Context: an optimization exercise on an open-source flow, tuned for small area. The choices shown serve that exercise and are no tape-out recipe. Function was checked by simulation only, so behaviour that the tests miss may differ from the original. The flow treats the clock pin as an ideal source, which a real chip does not have. Power figures rest on the tool's default switching activity, not on a simulated workload.

==> flow/config.mk <==
export PLATFORM = sky130hd
export DESIGN_NAME = simon
export DESIGN_NICKNAME = simon
export VERILOG_FILES = /design/flow/design.v
export SDC_FILE = /design/flow/constraint.sdc
export NUM_CORES = 4
export LEC_CHECK = 0
export ABC_AREA = 1
export CAP_MARGIN = 20
export CORE_MARGIN = 2
export CORE_UTILIZATION = 40
export PLACE_DENSITY = 0.6
export SLEW_MARGIN = 20
==> flow/constraint.sdc <==
create_clock -name core_clock -period 12.0 [get_ports {clk}]
set_input_delay 2.4000 -clock core_clock [delete_from_list [all_inputs] [get_ports {clk}]]
set_output_delay 2.4000 -clock core_clock [all_outputs]
set_load 0.01 [all_outputs]
==> flow/design.v <==
`timescale 1ns / 1ps
module debounce(
    input [4:0] pb,
    input clk,
    input reset,
    input en,
    output any_out,
    output [4:0] sample
    );
    reg [4:0] q0;
    reg r1;
    reg r2;
    always @(posedge clk) begin
        if (reset) begin
            q0 <= 0;
            r1 <= 0;
            r2 <= 0;
        end
        else if (en) begin
            q0 <= pb;
            r1 <= |(pb & ~q0);
            r2 <= r1;
        end
    end
    assign any_out = r2;
    assign sample = q0;
endmodule
`timescale 1ns / 1ps
module simon(
    input clk,
    input reset,
    input [4:0] buttons,
    output reg[3:0] led,
    output reg[5:0] state_led,
    output reg [6:0] out,
    output reg [3:0] anod
    );
    localparam [3:0] S_IDLE0  = 4'd0,    
                     S_IDLE1  = 4'd1,    
                     S_IDLEGO = 4'd2,    
                     S_ROFF   = 4'd4,    
                     S_IN1    = 4'd5,    
                     S_INE    = 4'd6,    
                     S_INO    = 4'd7,    
                     S_CHK    = 4'd8,    
                     S_GO1    = 4'd9,    
                     S_GO     = 4'd10,   
                     S_LEDD   = 4'd11,   
                     S_LEDS   = 4'd12;   
    reg [3:0] S;
    reg [4:0] j;
    reg [4:0] hi;
    always @(posedge clk) begin
        if (reset) begin
            j <= 5'd15;
            hi <= 0;
        end
        else begin
            j <= j + 1'b1;
            if (j == 5'd14)
                hi <= hi + 1'b1;
        end
    end
    wire tick = (j == 5'd31);
    wire db_en = (j[1:0] == 2'd2);
    wire [1:0] rnd_src = {j[1] ^ j[0], ~j[0]};
    wire r_any;
    wire [4:0] sample;
    debounce db(buttons, clk, reset, db_en, r_any, sample);
    wire isPressed = (sample == 5'b10000);
    reg r_any_q;
    reg buttons_any_q;
    reg [1:0] rnd;
    always @(posedge clk) begin
        r_any_q <= r_any;
        buttons_any_q <= ~reset & (|buttons);
        if ((|buttons) & ~buttons_any_q)
            rnd <= rnd_src;
    end
    wire r_rise = r_any & ~r_any_q;
    wire is_start = (buttons == 5'b10000);
    wire dir_ok = (buttons == 5'b00001) | (buttons == 5'b00010) |
                  (buttons == 5'b00100) | (buttons == 5'b01000);
    wire [1:0] benc = {buttons[2] | buttons[3], buttons[1] | buttons[3]};
    reg [4:0] W;        
    reg f32;            
    reg [4:0] P;        
    reg [4:0] ui;       
    reg [1:0] color;    
    reg [1:0] cur;      
    reg pend;
    wire mm = cur[0];   
    wire vf = cur[1];   
    reg v0;             
    reg [1:0] g0c;      
    reg x1;             
    reg [63:0] mr;
    reg [31:0] br;
    wire inS = (S == S_IN1) | (S == S_INE) | (S == S_INO);
    wire goS = (S == S_GO1) | (S == S_GO);
    wire req = r_rise & inS;
    wire wreq = req & dir_ok;
    wire pass = (j[2:0] == ui[2:0]);
    wire exec = (pend | wreq) & pass;
    wire [1:0] wcol = pend ? color : benc;
    wire upd = (req & ~dir_ok) | exec;
    wire goclr = r_rise & goS & is_start;
    wire [1:0] wpt = ui[4:3] - j[4:3];    
    wire eqW = (j == W);
    wire [1:0] mhead = mr[1:0];
    wire mwe = (S == S_ROFF) & eqW;
    wire [1:0] min = mwe ? color : mhead;
    reg [1:0] m_at;
    always @(*) begin
        case (wpt)
            2'd0: m_at = mr[1:0];
            2'd1: m_at = mr[17:16];
            2'd2: m_at = mr[33:32];
            default: m_at = mr[49:48];
        endcase
    end
    wire wdiff = (wcol != m_at);
    wire w0 = (W == 5'd0);
    wire b_new = ~w0 | ~v0 | (g0c != color);
    wire b_tail = (exec && wpt == 2'd0) ? wdiff : (mwe ? b_new : br[0]);
    wire b_8  = (exec && wpt == 2'd1) ? wdiff : br[8];
    wire b_16 = (exec && wpt == 2'd2) ? wdiff : br[16];
    wire b_24 = (exec && wpt == 2'd3) ? wdiff : br[24];
    wire mis = vf & b_tail;
    wire fin = mm | mis | (w0 & x1);
    wire last = (P == W);
    wire [4:0] P1 = P + 1'b1;
    always @(posedge clk) begin
        mr <= {min, mr[63:2]};
        br <= {b_tail, br[31:25], b_24, br[23:17], b_16, br[15:9], b_8, br[7:1]};
        if (tick)
            cur <= 2'b10;
        else if (S == S_CHK)
            cur <= {vf & ~eqW, mm | mis};
        else if (j == P)
            cur <= mr[1:0];
    end
    always @(posedge clk) begin
        if (reset) begin
            pend <= 0;
            ui <= 0;
            v0 <= 0;
            x1 <= 0;
        end
        else begin
            pend <= (pend | wreq) & ~pass;
            if (goclr)
                ui <= 0;
            else if (upd)
                ui <= (ui >= W) ? 5'd0 : ui + 1'b1;
            if (goclr) begin
                v0 <= 0;
                x1 <= 0;
            end
            else if (exec) begin
                if (ui == 5'd0)
                    v0 <= 1;
                else
                    x1 <= 1;
            end
        end
        if (exec && ui == 5'd0)
            g0c <= wcol;
    end
    always @(posedge clk) begin
        if (reset) begin
            S <= S_IDLE0;
            W <= 0;
            P <= 0;
            f32 <= 0;
        end
        else begin
            if (inS || S == S_CHK)
                color <= wcol;
            if (tick) begin
                case (S)
                    S_IDLE1, S_IDLEGO: begin
                        color <= rnd;
                        S <= S_ROFF;
                    end
                    S_ROFF: S <= S_IN1;
                    S_IN1, S_INE: S <= S_INO;
                    S_INO: begin
                        if (last) begin
                            P <= 0;
                            S <= S_CHK;
                        end
                        else begin
                            P <= P1;
                            S <= S_INE;
                        end
                    end
                    S_CHK: begin
                        if (fin) begin
                            W <= 0;
                            f32 <= 0;
                            S <= S_GO1;
                        end
                        else begin
                            W <= W + 1'b1;
                            f32 <= (W == 5'd31);
                            S <= (W == 5'd31) ? S_GO1 : S_LEDD;
                        end
                    end
                    S_GO1, S_GO: S <= isPressed ? S_IDLEGO : S_GO;
                    S_LEDD: begin
                        if (last) begin
                            color <= rnd;
                            P <= 0;
                            S <= S_ROFF;
                        end
                        else begin
                            color <= cur;
                            P <= P1;
                            S <= S_LEDS;
                        end
                    end
                    S_LEDS: begin
                        if (last || cur == color)
                            S <= S_LEDD;
                        else begin
                            color <= cur;
                            P <= P1;
                        end
                    end
                    default: ;
                endcase
            end
            if (S == S_IDLE0 && r_rise && is_start)
                S <= S_IDLE1;
        end
    end
    wire led_on = (S == S_ROFF) | (S == S_LEDS);
    always @(*) begin
        led = {led_on & (color == 2'd0), led_on & (color == 2'd1),
               led_on & (color == 2'd2), led_on & (color == 2'd3)};
        state_led = {1'b0,
                     (S == S_IDLEGO) | (S == S_GO),
                     (S == S_GO1) | (S == S_LEDD) | (S == S_LEDS),
                     (S == S_INE) | (S == S_INO) | (S == S_CHK),
                     (S == S_IN1),
                     (S == S_ROFF)};
    end
    wire [4:0] w_ones = W % 5'd10;
    wire [4:0] w_tens = W / 5'd10;
    reg [3:0] led_bcd;
    always @(*) begin
        case (hi[4:3])
            2'b00: begin anod = 4'b1110; led_bcd = f32 ? 4'd2 : w_ones[3:0]; end
            2'b01: begin anod = 4'b1101; led_bcd = f32 ? 4'd3 : {2'b00, w_tens[1:0]}; end
            2'b10: begin anod = 4'b1011; led_bcd = 4'd0; end
            default: begin anod = 4'b0111; led_bcd = 4'd0; end
        endcase
    end
    always @(*) begin
        case (led_bcd)
            4'd0: out = 7'b0000001;
            4'd1: out = 7'b1001111;
            4'd2: out = 7'b0010010;
            4'd3: out = 7'b0000110;
            4'd4: out = 7'b1001100;
            4'd5: out = 7'b0100100;
            4'd6: out = 7'b0100000;
            4'd7: out = 7'b0001111;
            4'd8: out = 7'b0000000;
            4'd9: out = 7'b0000100;
            default: out = 7'b0000001;
        endcase
    end
endmodule
==> flow/flow/run.sh <==
#!/bin/bash
# The standard layout (standard.sh) with these changes:
#  - synthesis: synth_recipe.tcl, except that the combinational logic (adders and
#    comparators included) is mapped by ABC with flow/area.abc (area-oriented); registers
#    are mapped as before;
#  - ports are buffered with the smallest buffer (buf_1);
#  - clock tree: clkbuf_4 buffers, no dummy loads; then (flow/post_cts.tcl) the
#    buffers whose output slew is over 125 ps become clkbuf_8.
# make's output goes to standard.log; each ORFS step logs under orfs/logs/.
set -euo pipefail
W=$(pwd)
sed "s#SYNTH_SCRIPT=[^ ]*#SYNTH_SCRIPT=$W/flow/synth_wrap.tcl#" standard.sh > my_standard.sh
export MY_ABC_SCRIPT=$W/flow/area.abc
export FLOW_SYNTH_TCL=$W/synth_recipe.tcl
export BUFFER_PORTS_ARGS="-buffer_cell sky130_fd_sc_hd__buf_1"
export CTS_ARGS="-sink_clustering_enable -repair_clock_nets -dont_use_dummy_load -buf_list sky130_fd_sc_hd__clkbuf_4"
export FLOW_DIR_OWN=$W/flow
export POST_CTS_TCL=$W/flow/post_cts.tcl
bash my_standard.sh > standard.log 2>&1
==> flow/flow/area.abc <==
strash
&get -n
&deepsyn -T 30
&put
dch -f
amap
==> flow/flow/post_cts.tcl <==
# Sourced by ORFS's cts.tcl (POST_CTS_TCL) after clock tree synthesis: clock buffers
# whose output slew is over 125 ps are upsized from clkbuf_4 to clkbuf_8, then the
# placement is legalized again.
source $::env(FLOW_DIR_OWN)/upsize_clk.tcl
upsize_clock_buffers 0.125 sky130_fd_sc_hd__clkbuf_4 sky130_fd_sc_hd__clkbuf_8
==> flow/flow/synth_wrap.tcl <==
# synth_recipe.tcl (the standard flow's synthesis) with two changes for the combinational logic:
# adders and comparators are left to ABC instead of being mapped to half/full adder
# cells first, and ABC runs MY_ABC_SCRIPT (area-oriented).  Registers are mapped as
# before (same cells, same names).
proc abc {args} {
  set new {}
  set skip 0
  foreach a $args {
    if {$skip} { set skip 0; lappend new $::env(MY_ABC_SCRIPT); continue }
    if {$a eq "-script"} { set skip 1 }
    lappend new $a
  }
  yosys abc {*}$new
}
set ::env(ADDER_MAP_FILE) ""
source $::env(FLOW_SYNTH_TCL)
==> flow/flow/upsize_clk.tcl <==
# Upsize clock buffers whose output slew (placement estimate) is over CLK_SLEW_LIMIT ns.
proc upsize_clock_buffers {limit from to} {
  set db [ord::get_db]
  set block [ord::get_db_block]
  set tomaster [$db findMaster $to]
  estimate_parasitics -placement
  set swapped {}
  foreach inst [$block getInsts] {
    if {[[$inst getMaster] getName] ne $from} { continue }
    set pin [get_pins [$inst getName]/X]
    set s [get_property $pin slew_max]
    if {$s > $limit} { lappend swapped [list [$inst getName] $s] }
  }
  foreach x $swapped {
    set inst [$block findInst [lindex $x 0]]
    $inst swapMaster $tomaster
  }
  puts "upsize_clock_buffers: [llength $swapped] of $from to $to: $swapped"
  if {[llength $swapped]} { detailed_placement; estimate_parasitics -placement }
}
==> flow/standard.sh <==
#!/bin/bash
# synth_recipe.tcl (not shown) runs the flow's synth.tcl, then flattens the netlist and writes it again
# the make line also repeats each setting of config.mk as NAME=value (left out here)
make -C /OpenROAD-flow-scripts/flow DESIGN_CONFIG=/design/flow/config.mk WORK_HOME=/design/flow/orfs CLKGATE_MAP_FILE= SYNTH_SCRIPT=/design/flow/synth_recipe.tcl "${@:-finish}"
==> reports/results.ini, run 1 <==
[layout]
fillerInstances=1111
num_antenna_cells=0
stdcell_area_mm2=0.00510
syn_to_final_growth_pct=8.71
final_util=0.447
drive_gt1_frac=0.0323
regArea_mm2=0.00298
multiInputGateArea_mm2=0.00146
fin_cells=670
fin_nets=536

[clock_network]
clock_latency_ns=0.41
cts.sinks=146
clk_pin_slew_ns=0.11
cts_tree=yes

[drt]
vias=3487
dr.pass1.iters=5
drt-wirelength-per-cell_um=13.9
ant_nets=0
first_iter_violations=281
routed_wl_mm=9.31
vias_per_cell=5.20
drc=0

[power_and_ir_drop]
power_mw=0.743
seqPwrFrac=0.673
p_clk_frac=0.279
p_leak_nw=1.81
power_switching_mw=0.164
power_frac_comb=0.048
swShare=0.221
ir_drop_v=0.0000953
power_density_mw_per_mm2=146
internal-power_mw=0.579

[place]
dpl.hpwl_mm=6.95
numPlacedInstances=653
port_buffers=26
pre_cts_slack_ns=6.79
place_area_mm2=0.00496
gp_congestion=0.865

[run]
maxCapViolations=0

[global_route]
grt-busiest-layer=met2
overflow=0
grt_usage=0.158
grtUsageMet1=0.212
grt_max_degree=17
grt_pass1_wl_mm=15.6
met2_usage=0.236
grtUsageMet3=0.0562
grt_pass1_vias=3237
antenna_found_initial=0

[sta]
min_period_ns=5.47
rsz0062_at_grt=false
tightest_slew_ns=0.980
final_max_slew_viol_count=0
final.setup.tns_ns=0
fin_ws_ns=6.53
fin_crit_sh=0.456
setup_viol=0
slew_headroom=0.330
finalHoldViolCount=0
whs_ns=0.302
max_freq_mhz=183
skew_ns=0.0336

[synthesis]
synthCells=485
synth_seq_cells=146
syn_area_per_cell_um2=9.68
syn-num-nets=492
seq_area_frac_synth=0.635
synth.distinct_cells=38
ys.warnings.count=2
syn_area_mm2=0.00470

[setup_path]
reg2reg_depth=13
crit_path_start_kind=register
crit_fanout=7
crit_type=register to output port
r2r_slack_ns=8.13
cp.arrival_ns=3.07
r2r_start=W[2]$_SDFFE_PP0P_
worstReg2RegEnd=W[3]$_SDFFE_PP0P_
crit_path_end_kind=output port
cp.required_ns=9.60

[floorplan]
die_x_um=112
die_area_mm2=0.0126
coreArea_mm2=0.0114
rows=39
start_util=0.411
die_y_um=112
design.portCount=28

[hold_path]
holdPathStages=0
min_path_type=register to register
worstHoldStart=mr[38]$_DFF_P_
hold_end=mr[36]$_DFF_P_

[outcome]
run_status=timing/DRC/antenna clean

==> final cells by class <==
type,count,area share
Clock buffer,17,0.0275
Multi-Input combinational cell,273,0.286
Timing Repair Buffer,26,0.0191
Tap cell,143,0.0350
Inverter,65,0.0478
Sequential cell,146,0.584
==> metal layers <==
metal  up-vias  routed length, um
met1      1610               4520
li1       1762                  -
met5         -                  0
met2        98               4130
met4         0                168
met3        17                495
==> cells in the final DEF (no fill, tap or decap), types with 7 or more instances in the layout <==
cell type | netlist | routed
clkbuf_4 | 0 | 15
nor3_1 | 14 | 14
clkinv_1 | 65 | 65
o21ai_0 | 30 | 30
buf_1 | 0 | 26
a21oi_1 | 16 | 16
nor2_1 | 80 | 80
nand2_1 | 30 | 30
o22ai_1 | 21 | 21
dfxtp_1 | 140 | 140
a211oi_1 | 7 | 7
==> kinds of logic (layout without fill, tap and decap cells) <==
group	count (synthesis)	after routing	synth area share
simple gates	151	151	0.137
flops	146	146	0.635
compound gates	121	121	0.173
buf+inv	66	108	0.0536
other cells	1	1	0.000799
==> power groups by stage <==
stage / Sequential, mW / Combinational, mW / Clock, mW
after floorplan: 0.509 / 0.0261 / 0
after global placement: 0.511 / 0.0351 / 0
after detailed placement: 0.511 / 0.0357 / 0
after global routing: 0.501 / 0.0405 / 0.239
final: 0.500 / 0.0358 / 0.207
==> Yosys cell counts (all sizes together) <==
library cell  instances  share of area
a2111o                1         0.0024
a2111oi               3         0.0056
a211oi                7          0.011
a21oi                16          0.017
a221oi                6          0.011
a222oi                2         0.0043
a22oi                 3         0.0048
a31o                  1         0.0019
a31oi                 5         0.0067
a32oi                 1         0.0019
and2                  1         0.0013
and3                  4         0.0053
buf                   1         0.0016
clkinv               65          0.052
conb                  1        0.00080
dfxtp               140           0.60
edfxtp                6          0.038
nand2                30          0.024
nand3                 5         0.0053
nand4                 1         0.0013
nor2                 80          0.064
nor2b                 4         0.0053
nor3                 14          0.015
nor4                  3         0.0040
o2111ai               3         0.0056
o211a                 1         0.0021
o211ai                2         0.0032
o21a                  2         0.0032
o21ai                30          0.032
o21bai                1         0.0016
o221a                 1         0.0024
o221ai                6          0.011
o22a                  6          0.011
o22ai                21          0.028
o311ai                1         0.0019
o32ai                 2         0.0037
or2                   6         0.0080
or3                   3         0.0040
==> state kept, by name, summed over array words and instances (netlist names), 2 cells and up <==
register  cells
br           32
j             5
db.q0         5
color         2
rnd           2
g0c           2
hi            5
mr           64
W             5
cur           2
ui            5
S             4
P             5
==> worst max path at each step <==
stage / start / end
after global placement: buttons[2] / W[4]$_SDFFE_PP0P_
after global routing: W[4]$_SDFFE_PP0P_ / out[5]
after floorplan: W[4]$_SDFFE_PP0P_ / out[5]
after detailed placement: buttons[3] / W[4]$_SDFFE_PP0P_
final: W[4]$_SDFFE_PP0P_ / out[5]
==> worst max-delay path: stages, from the launching register on <==
cell      delay (ns)
dfxtp_1         0.47
clkinv_1        0.25
nor2_1          0.23
o21ai_0         0.12
nor2_1          0.15
nor2_1          0.08
o32ai_1         0.45
clkinv_1        0.22
and3_1          0.22
or2_0           0.23
nor2_1          0.10
buf_1           0.15
==> run 2, diff against run 1 <==
--- a/flow/design.v
+++ b/flow/design.v
@@ -107,7 +107,7 @@
     wire goclr = r_rise & goS & is_start;
     wire [1:0] wpt = ui[4:3] - j[4:3];    
-    wire eqW = (j == W);
+    wire eqP = (j == P);
     wire [1:0] mhead = mr[1:0];
-    wire mwe = (S == S_ROFF) & eqW;
+    wire mwe = (S == S_ROFF) & eqP;
     wire [1:0] min = mwe ? color : mhead;
     reg [1:0] m_at;
@@ -137,6 +137,6 @@
             cur <= 2'b10;
         else if (S == S_CHK)
-            cur <= {vf & ~eqW, mm | mis};
-        else if (j == P)
+            cur <= {vf & ~eqP, mm | mis};
+        else if (eqP)
             cur <= mr[1:0];
     end
@@ -184,11 +184,12 @@
                         S <= S_ROFF;
                     end
-                    S_ROFF: S <= S_IN1;
+                    S_ROFF: begin
+                        P <= 0;
+                        S <= S_IN1;
+                    end
                     S_IN1, S_INE: S <= S_INO;
                     S_INO: begin
-                        if (last) begin
-                            P <= 0;
+                        if (last)
                             S <= S_CHK;
-                        end
                         else begin
                             P <= P1;
@@ -197,4 +198,5 @@
                     end
                     S_CHK: begin
+                        P <= 0;
                         if (fin) begin
                             W <= 0;
@@ -212,5 +214,4 @@
                         if (last) begin
                             color <= rnd;
-                            P <= 0;
                             S <= S_ROFF;
                         end
==> reports/results.ini, run 2 <==
[synthesis]
synth_largest_type_area_fraction=0.600  ; +0.00272
synth_common_cells=140 x dfxtp_1, 78 x clkinv_1, 73 x nor2_1, 33 x nand2_1, 30 x o22ai_1
synth_seq_cells=146  ; unchanged
ys.warnings.count=2  ; unchanged
synth_most_common_cell=dfxtp_1
yosys-top-cells-area=dfxtp_1 60%, clkinv_1 6.3%, nor2_1 5.9%, o22ai_1 4.0%, edfxtp_1 3.9%
synthCells=489  ; +0.82%
yosys_most_used_dff=dfxtp_1
synth_top_cell_by_area=dfxtp_1
syn-num-nets=496  ; +0.81%
syn_area_per_cell_um2=9.56  ; -1.3%
syn_area_mm2=0.00467  ; -0.45%
synth.distinct_cells=38  ; unchanged
seq_area_frac_synth=0.638  ; +0.00289
async_flop_share=0  ; unchanged
synth-edff-count=6  ; unchanged

[global_route]
overflow=0  ; unchanged
grt_max_degree=19  ; +2
antenna_found_initial=0  ; unchanged
grt_pass1_vias=3223  ; -0.43%
grt_usage=0.157  ; -0.000905
grt_pass1_wl_mm=15.6  ; -0.13%

[drt]
first_iter_violations=182  ; -35%
routed_wl_mm=9.59  ; +3.0%
ant_nets=0  ; unchanged
vias_per_cell=5.33  ; +2.3%
drc=0  ; unchanged
drt-wirelength-per-cell_um=14.2  ; +2.4%
dr.pass1.iters=5  ; unchanged
vias=3590  ; +3.0%

[sta]
rsz0062_at_grt=false
final.setup.tns_ns=0  ; unchanged
tightest_slew_ns=0.919  ; -0.0609 ns
whs_ns=0.303  ; +0.000838 ns
final_max_slew_viol_count=0  ; unchanged
max_freq_mhz=189  ; +3.1%
setup_viol=0  ; unchanged
finalHoldViolCount=0  ; unchanged
min_period_ns=5.30  ; -0.166 ns
slew_headroom=0.386  ; +0.0559
fin_crit_sh=0.442  ; -0.0139
skew_ns=0.0404  ; +0.00679 ns

[floorplan]
rows=39  ; unchanged
die_y_um=112  ; -0.22%
coreArea_mm2=0.0114  ; unchanged
start_util=0.409  ; -0.00186
design.portCount=28  ; unchanged
die_area_mm2=0.0126  ; -0.44%
die_x_um=112  ; -0.22%

[clock_network]
cts_tree=yes
clock_latency_ns=0.41  ; about the same
cts.sinks=146  ; unchanged
clk_pin_slew_ns=0.11  ; about the same

[layout]
num_antenna_cells=0  ; unchanged
drive_gt1_frac=0.0320  ; -0.000243
syn_to_final_growth_pct=8.78  ; about the same
top_register=mr
largestRegisters=mr (64), br (32)
fin_nets=540  ; +0.75%
layout_commonest_cell=dfxtp_1
largest_reg_flops=64  ; unchanged
final_cell_mix=140 x dfxtp_1, 78 x clkinv_1, 73 x nor2_1

[run]
maxCapViolations=0  ; unchanged

[setup_path]
crit_type=register to output port
crit_path_end_kind=output port
cp.arrival_ns=2.90  ; -0.17 ns
cp.required_ns=9.60  ; about the same
crit_fanout=8  ; +1
crit_path_start_kind=register

[outcome]
run_status=timing/DRC/antenna clean

[place]
port_buffers=26  ; unchanged
dpl.hpwl_mm=6.97  ; +0.17%
gp_congestion=0.891  ; +3.0%

[power_and_ir_drop]
power_density_mw_per_mm2=148  ; +1.5%
p_leak_nw=1.82  ; +1.0%
ir_drop_v=0.0000968  ; +1.6%

[hold_path]
min_path_type=register to register

==> run 2: cell types whose count changed after synthesis, sizes merged, moves of 5 or more <==
cell,delta
o22ai,+9
nor2,-7
o22a,-6
clkinv,+13
o21ai,-5
nor3,+8
==> run 2: final cells by class <==
cell class | instances | area [um2]
clock buffer | 17 | 140
inverter | 78 | 293
timing repair buffer | 26 | 97.6
sequential | 146 | 2980
fill | 1132 | 6330
multi-input combinational | 264 | 1390
tap | 143 | 179
==> run 2: per-layer routing <==
metal | vias to the layer above | share of wire | track usage
met5 | - | 0 | 0
li1 | 1763 | - | -
met2 | 134 | 0.45 | 0.240
met4 | 0 | 0.018 | 0.0650
met1 | 1674 | 0.47 | 0.213
met3 | 19 | 0.065 | 0.0427
==> run 2: through the flow <==
step / utilization / total power [mW] / instance area (um2) / worst slack, ns / instances
floorplan: - / 0.537 / 4670 / 7.28 / 489
global placement: 0.433 / 0.547 / 4940 / 7.14 / 657
detailed placement: 0.433 / 0.549 / 4940 / 7.00 / 657
global route: 0.445 / 0.787 / 5080 / 6.37 / 674
finish: 0.445 / 0.751 / 5080 / 6.70 / 674
==> run 2: where the power goes <==
group | switching [mW] | leakage, nW | internal, mW
sequential | 0.00532 | 1.19 | 0.494
clock | 0.140 | 0.0834 | 0.0732
combinational | 0.0262 | 0.550 | 0.0127
total | 0.171 | 1.82 | 0.580
==> run 2: kinds of logic (layout without fill, tap and decap cells) <==
group | Yosys count | in the layout | synth area share
buf+inv | 79 | 121 | 0.0642
compound gates | 116 | 116 | 0.164
other cells | 1 | 1 | 0.000802
flops | 146 | 146 | 0.638
simple gates | 147 | 147 | 0.133
==> run 2: critical path: stages, from the launching register on <==
cell      delay [ns]
dfxtp_1         0.48
clkinv_1        0.26
o22ai_1         0.24
nor2_1          0.08
nor2_1          0.12
nor2_1          0.05
nor3_1          0.25
or2_0           0.22
nor2_1          0.07
nor3_1          0.26
clkinv_1        0.09
o21ai_0         0.21
nor2_1          0.06
buf_1           0.12
==> run 2: final timing paths <==
kind | start | endpoint | slack, ns | cells after the start
hold reg to reg | mr[50]$_DFF_P_ | mr[48]$_DFF_P_ | 0.30 | 0
hold / removal | mr[50]$_DFF_P_ | mr[48]$_DFF_P_ | 0.30 | 0
setup reg to reg | ui[4]$_SDFFE_PP0P_ | W[0]$_SDFFE_PP0P_ | 8.29 | 15
setup / recovery | W[3]$_SDFFE_PP0P_ | out[5] | 6.70 | 13
==> run 3, diff against run 2 <==
--- a/flow/design.v
+++ b/flow/design.v
@@ -36,17 +36,19 @@
     output reg [3:0] anod
     );
-    localparam [3:0] S_IDLE0  = 4'd0,    
-                     S_IDLE1  = 4'd1,    
-                     S_IDLEGO = 4'd2,    
-                     S_ROFF   = 4'd4,    
-                     S_IN1    = 4'd5,    
-                     S_INE    = 4'd6,    
-                     S_INO    = 4'd7,    
-                     S_CHK    = 4'd8,    
-                     S_GO1    = 4'd9,    
-                     S_GO     = 4'd10,   
-                     S_LEDD   = 4'd11,   
-                     S_LEDS   = 4'd12;   
-    reg [3:0] S;
+    localparam [3:0] S_IDLE0  = 4'b0001,   
+                     S_IDLE1  = 4'b0000,   
+                     S_IDLEGO = 4'b0010,   
+                     S_ROFF   = 4'b0101,   
+                     S_GO1    = 4'b0011,   
+                     S_GO     = 4'b0100,   
+                     S_LEDD   = 4'b0110,   
+                     S_LEDS   = 4'b0111,   
+                     S_IN1    = 4'b1000,   
+                     S_INE    = 4'b1011,   
+                     S_INO    = 4'b1010,   
+                     S_CHK    = 4'b1001;   
+    reg [3:0] Sr;
+    wire [3:0] S = {Sr[3], Sr[2] & ~Sr[3], Sr[1:0]};
+    wire pend = Sr[3] & Sr[2];
     reg [4:0] j;
     reg [4:0] hi;
@@ -89,5 +91,4 @@
     reg [1:0] color;    
     reg [1:0] cur;      
-    reg pend;
     wire mm = cur[0];   
     wire vf = cur[1];   
@@ -143,5 +144,4 @@
     always @(posedge clk) begin
         if (reset) begin
-            pend <= 0;
             ui <= 0;
             v0 <= 0;
@@ -149,5 +149,4 @@
         end
         else begin
-            pend <= (pend | wreq) & ~pass;
             if (goclr)
                 ui <= 0;
@@ -170,5 +169,5 @@
     always @(posedge clk) begin
         if (reset) begin
-            S <= S_IDLE0;
+            Sr <= S_IDLE0;
             W <= 0;
             P <= 0;
@@ -182,17 +181,17 @@
                     S_IDLE1, S_IDLEGO: begin
                         color <= rnd;
-                        S <= S_ROFF;
+                        Sr <= S_ROFF;
                     end
                     S_ROFF: begin
                         P <= 0;
-                        S <= S_IN1;
-                    end
-                    S_IN1, S_INE: S <= S_INO;
+                        Sr <= S_IN1;
+                    end
+                    S_IN1, S_INE: Sr <= S_INO;
                     S_INO: begin
                         if (last)
-                            S <= S_CHK;
+                            Sr <= S_CHK;
                         else begin
                             P <= P1;
-                            S <= S_INE;
+                            Sr <= S_INE;
                         end
                     end
@@ -202,27 +201,27 @@
                             W <= 0;
                             f32 <= 0;
-                            S <= S_GO1;
+                            Sr <= S_GO1;
                         end
                         else begin
                             W <= W + 1'b1;
                             f32 <= (W == 5'd31);
-                            S <= (W == 5'd31) ? S_GO1 : S_LEDD;
-                        end
-                    end
-                    S_GO1, S_GO: S <= isPressed ? S_IDLEGO : S_GO;
+                            Sr <= (W == 5'd31) ? S_GO1 : S_LEDD;
+                        end
+                    end
+                    S_GO1, S_GO: Sr <= isPressed ? S_IDLEGO : S_GO;
                     S_LEDD: begin
                         if (last) begin
                             color <= rnd;
-                            S <= S_ROFF;
+                            Sr <= S_ROFF;
                         end
                         else begin
                             color <= cur;
                             P <= P1;
-                            S <= S_LEDS;
+                            Sr <= S_LEDS;
                         end
                     end
                     S_LEDS: begin
                         if (last || cur == color)
-                            S <= S_LEDD;
+                            Sr <= S_LEDD;
                         else begin
                             color <= cur;
@@ -234,5 +233,7 @@
             end
             if (S == S_IDLE0 && r_rise && is_start)
-                S <= S_IDLE1;
+                Sr <= S_IDLE1;
+            if (Sr[3] && !(tick && S == S_CHK))
+                Sr[2] <= (pend | wreq) & ~pass;
         end
     end
==> reports/results.ini, run 3 <==
[synthesis]
synth_largest_type_area_fraction=0.605  ; +0.00560
async_flop_share=0  ; unchanged
syn_area_per_cell_um2=9.76  ; +2.1%
synth_top_cell_by_area=dfxtp_1
syn_area_mm2=0.00460  ; -1.6%
synth_most_common_cell=dfxtp_1
yosys-top-cells-area=dfxtp_1 61%, nor2_1 6.7%, clkinv_1 4.5%, edfxtp_1 3.9%, o22ai_1 3.8%
syn-num-nets=478  ; -3.6%
synth_common_cells=139 x dfxtp_1, 82 x nor2_1, 55 x clkinv_1, 29 x nand2_1, 28 x o22ai_1
ys.warnings.count=2  ; unchanged
synth.distinct_cells=35  ; -7.9%
yosys_most_used_dff=dfxtp_1
synth_seq_cells=145  ; -0.68%
synthCells=471  ; -3.7%
synth-edff-count=6  ; unchanged
seq_area_frac_synth=0.644  ; +0.00624

[drt]
routed_wl_mm=9.33  ; -2.7%
drc=0  ; unchanged
vias=3447  ; -4.0%
drt-wirelength-per-cell_um=14.2  ; about the same
ant_nets=0  ; unchanged
dr.pass1.iters=5  ; unchanged
vias_per_cell=5.25  ; -1.3%
first_iter_violations=227  ; +25%

[global_route]
overflow=0  ; unchanged
grt_pass1_wl_mm=15.3  ; -2.1%
grt_max_degree=17  ; -2
grt_usage=0.155  ; -0.00189
antenna_found_initial=0  ; unchanged
grt_pass1_vias=3196  ; -0.84%

[power_and_ir_drop]
p_leak_nw=1.77  ; -3.1%
ir_drop_v=0.0000773  ; -20%
power_density_mw_per_mm2=148  ; +0.23%

[layout]
fin_nets=522  ; -3.3%
num_antenna_cells=0  ; unchanged
layout_commonest_cell=dfxtp_1
drive_gt1_frac=0.0331  ; +0.00112
stdcell_area_mm2=0.00501  ; -1.5%
largest_reg_flops=64  ; unchanged
final_cell_mix=139 x dfxtp_1, 82 x nor2_1, 55 x clkinv_1
largestRegisters=mr (64), br (32)
syn_to_final_growth_pct=8.90
top_register=mr

[setup_path]
r2r_start=ui[4]$_SDFFE_PP0P_
critPathSlowestCell=dfxtp_1
cp_cell_sequence=clkinv_1 -> a22oi_1 -> nor2_1 -> a2111oi_0 -> nor2_1 -> clkinv_1 -> o21ai_0 -> o21a_1 -> or2_0 -> o21a_1 -> buf_1
worstReg2RegEnd=W[2]$_SDFFE_PP0P_
critical-path-max-stage-delay_ns=0.50  ; +0.02 ns
crit_path_start_kind=register
cp.arrival_ns=2.84  ; -0.06 ns
cp_num_buf_inv=3  ; unchanged
crit_type=register to output port
reg2reg_depth=13  ; -2
crit_fanout=8  ; unchanged
crit_path_end_kind=output port
crit_family=compound AO/OA/AOI/OAI gates
r2r_slack_ns=7.79  ; -0.50 ns
cp.required_ns=9.60  ; about the same

[sta]
setup_viol=0  ; unchanged
slew_headroom=0.610  ; +0.225
max_freq_mhz=191  ; +1.3%
final.setup.tns_ns=0  ; unchanged
fin_crit_sh=0.436  ; -0.00570
min_period_ns=5.24  ; -0.0683 ns
skew_ns=0.0343  ; -0.00614 ns
finalHoldViolCount=0  ; unchanged
rsz0062_at_grt=false
final_max_slew_viol_count=0  ; unchanged
tightest_slew_ns=0.585  ; -0.335 ns

[clock_network]
clock_latency_ns=0.41  ; about the same
clk_pin_slew_ns=0.11  ; about the same
cts_tree=yes
cts.sinks=145  ; -0.68%

[hold_path]
worstHoldStart=br[28]$_DFF_P_
hold_end=br[27]$_DFF_P_
holdPathStages=0  ; unchanged
min_path_type=register to register

[place]
gp_congestion=0.919  ; +3.1%
place_area_mm2=0.00487  ; -1.5%
dpl.hpwl_mm=6.77  ; -2.8%
port_buffers=26  ; unchanged

[floorplan]
design.portCount=28  ; unchanged
die_y_um=111  ; -0.79%
rows=39  ; unchanged
coreArea_mm2=0.0113  ; -0.85%
die_area_mm2=0.0124  ; -1.6%
die_x_um=111  ; -0.79%
start_util=0.406  ; -0.00321

[run]
maxCapViolations=0  ; unchanged

[outcome]
run_status=timing/DRC/antenna clean

==> run 3: cell count changes in the layout (fill, tap and decap cells not counted), sizes merged, moves of 3 or more <==
cell,previous run,this run
clkinv,78,55
nand2,33,29
a221oi,3,7
a21oi,17,20
nor3,22,13
nor2,73,82
a211oi,8,11
o21a,1,8
==> run 3: final cells by class <==
cell class	instances	area [um2]
clock buffers	17	140
well taps	143	179
flip-flops and latches	145	2960
repair buffers	26	97.6
fillers	1110	6310
multi-input cells	270	1420
inverters	55	206
==> run 3: how the worst max path moves through the flow <==
stage,start,end,slack (ns),cells past startpoint
floorplan,W[2]$_SDFFE_PP0P_,out[1],7.38,8
global placement,buttons[3],W[2]$_SDFFE_PP0P_,6.98,13
detailed placement,buttons[2],W[2]$_SDFFE_PP0P_,6.87,13
global route,W[4]$_SDFFE_PP0P_,out[1],6.50,11
finish,W[4]$_SDFFE_PP0P_,out[1],6.76,11
==> run 3: power breakdown <==
group          switching [mW]  internal [mW]
combinational          0.0249         0.0114
clock                   0.135         0.0731
sequential            0.00608          0.491
total                   0.166          0.575
==> run 3: cell families (layout without fill, tap and decap cells) <==
family	after synthesis	in the layout	synth area share
XOR/XNOR	1	1	0.00191
AO/OA/AOI/OAI	121	121	0.171
buffers and inverters	56	98	0.0465
other	1	1	0.000816
flip-flops	145	145	0.644
AND/OR/NAND/NOR	147	147	0.135
==> run 3: per-layer routing <==
metal / vias up / GRT usage / wire, um
li1: 1722 / - / -
met1: 1602 / 0.209 / 4460
met2: 107 / 0.237 / 4150
met3: 16 / 0.0443 / 572
met4: 0 / 0.0626 / 146
met5: - / 0 / 0
==> run 3: per-stage QoR <==
step / setup WS, ns / cells / hold WS [ns] / power (mW) / utilization
after global placement: 6.98 / 639 / 0.310 / 0.543 / 0.430
final: 6.76 / 656 / 0.304 / 0.741 / 0.442
after global routing: 6.50 / 656 / 0.309 / 0.773 / 0.442
after floorplan: 7.38 / 471 / 0.310 / 0.532 / -
after detailed placement: 6.87 / 639 / 0.312 / 0.544 / 0.430

## static timing again, ports no longer ideal
The results above use ideal ports. As a check the final layouts listed here were re-extracted and re-timed, cells and wires unchanged.
Step 1, drivers: a clkbuf_16 drives clk and a buf_2 each remaining input, both assumed.
Step 2, shift: input delay + t, output delay - t, t = (earliest + latest rising clock arrival at the registers) / 2. This alone moves slack from input paths to output paths.
Three values: ideal, step 1, step 2; two values: the first two.
| run | shift t [ns] | slack for setup (ns) | worst setup path at the end |
|---|---|---|---|
| run 1 | 0.425 | 6.529 / 6.495 / 6.783 | input to register |
| run 2 | 0.420 | 6.695 / 6.663 / 6.961 | input to register |
| run 3 | 0.423 | 6.764 / 6.733 / 6.775 | input to register |
After both steps setup and hold are still met in every run listed.
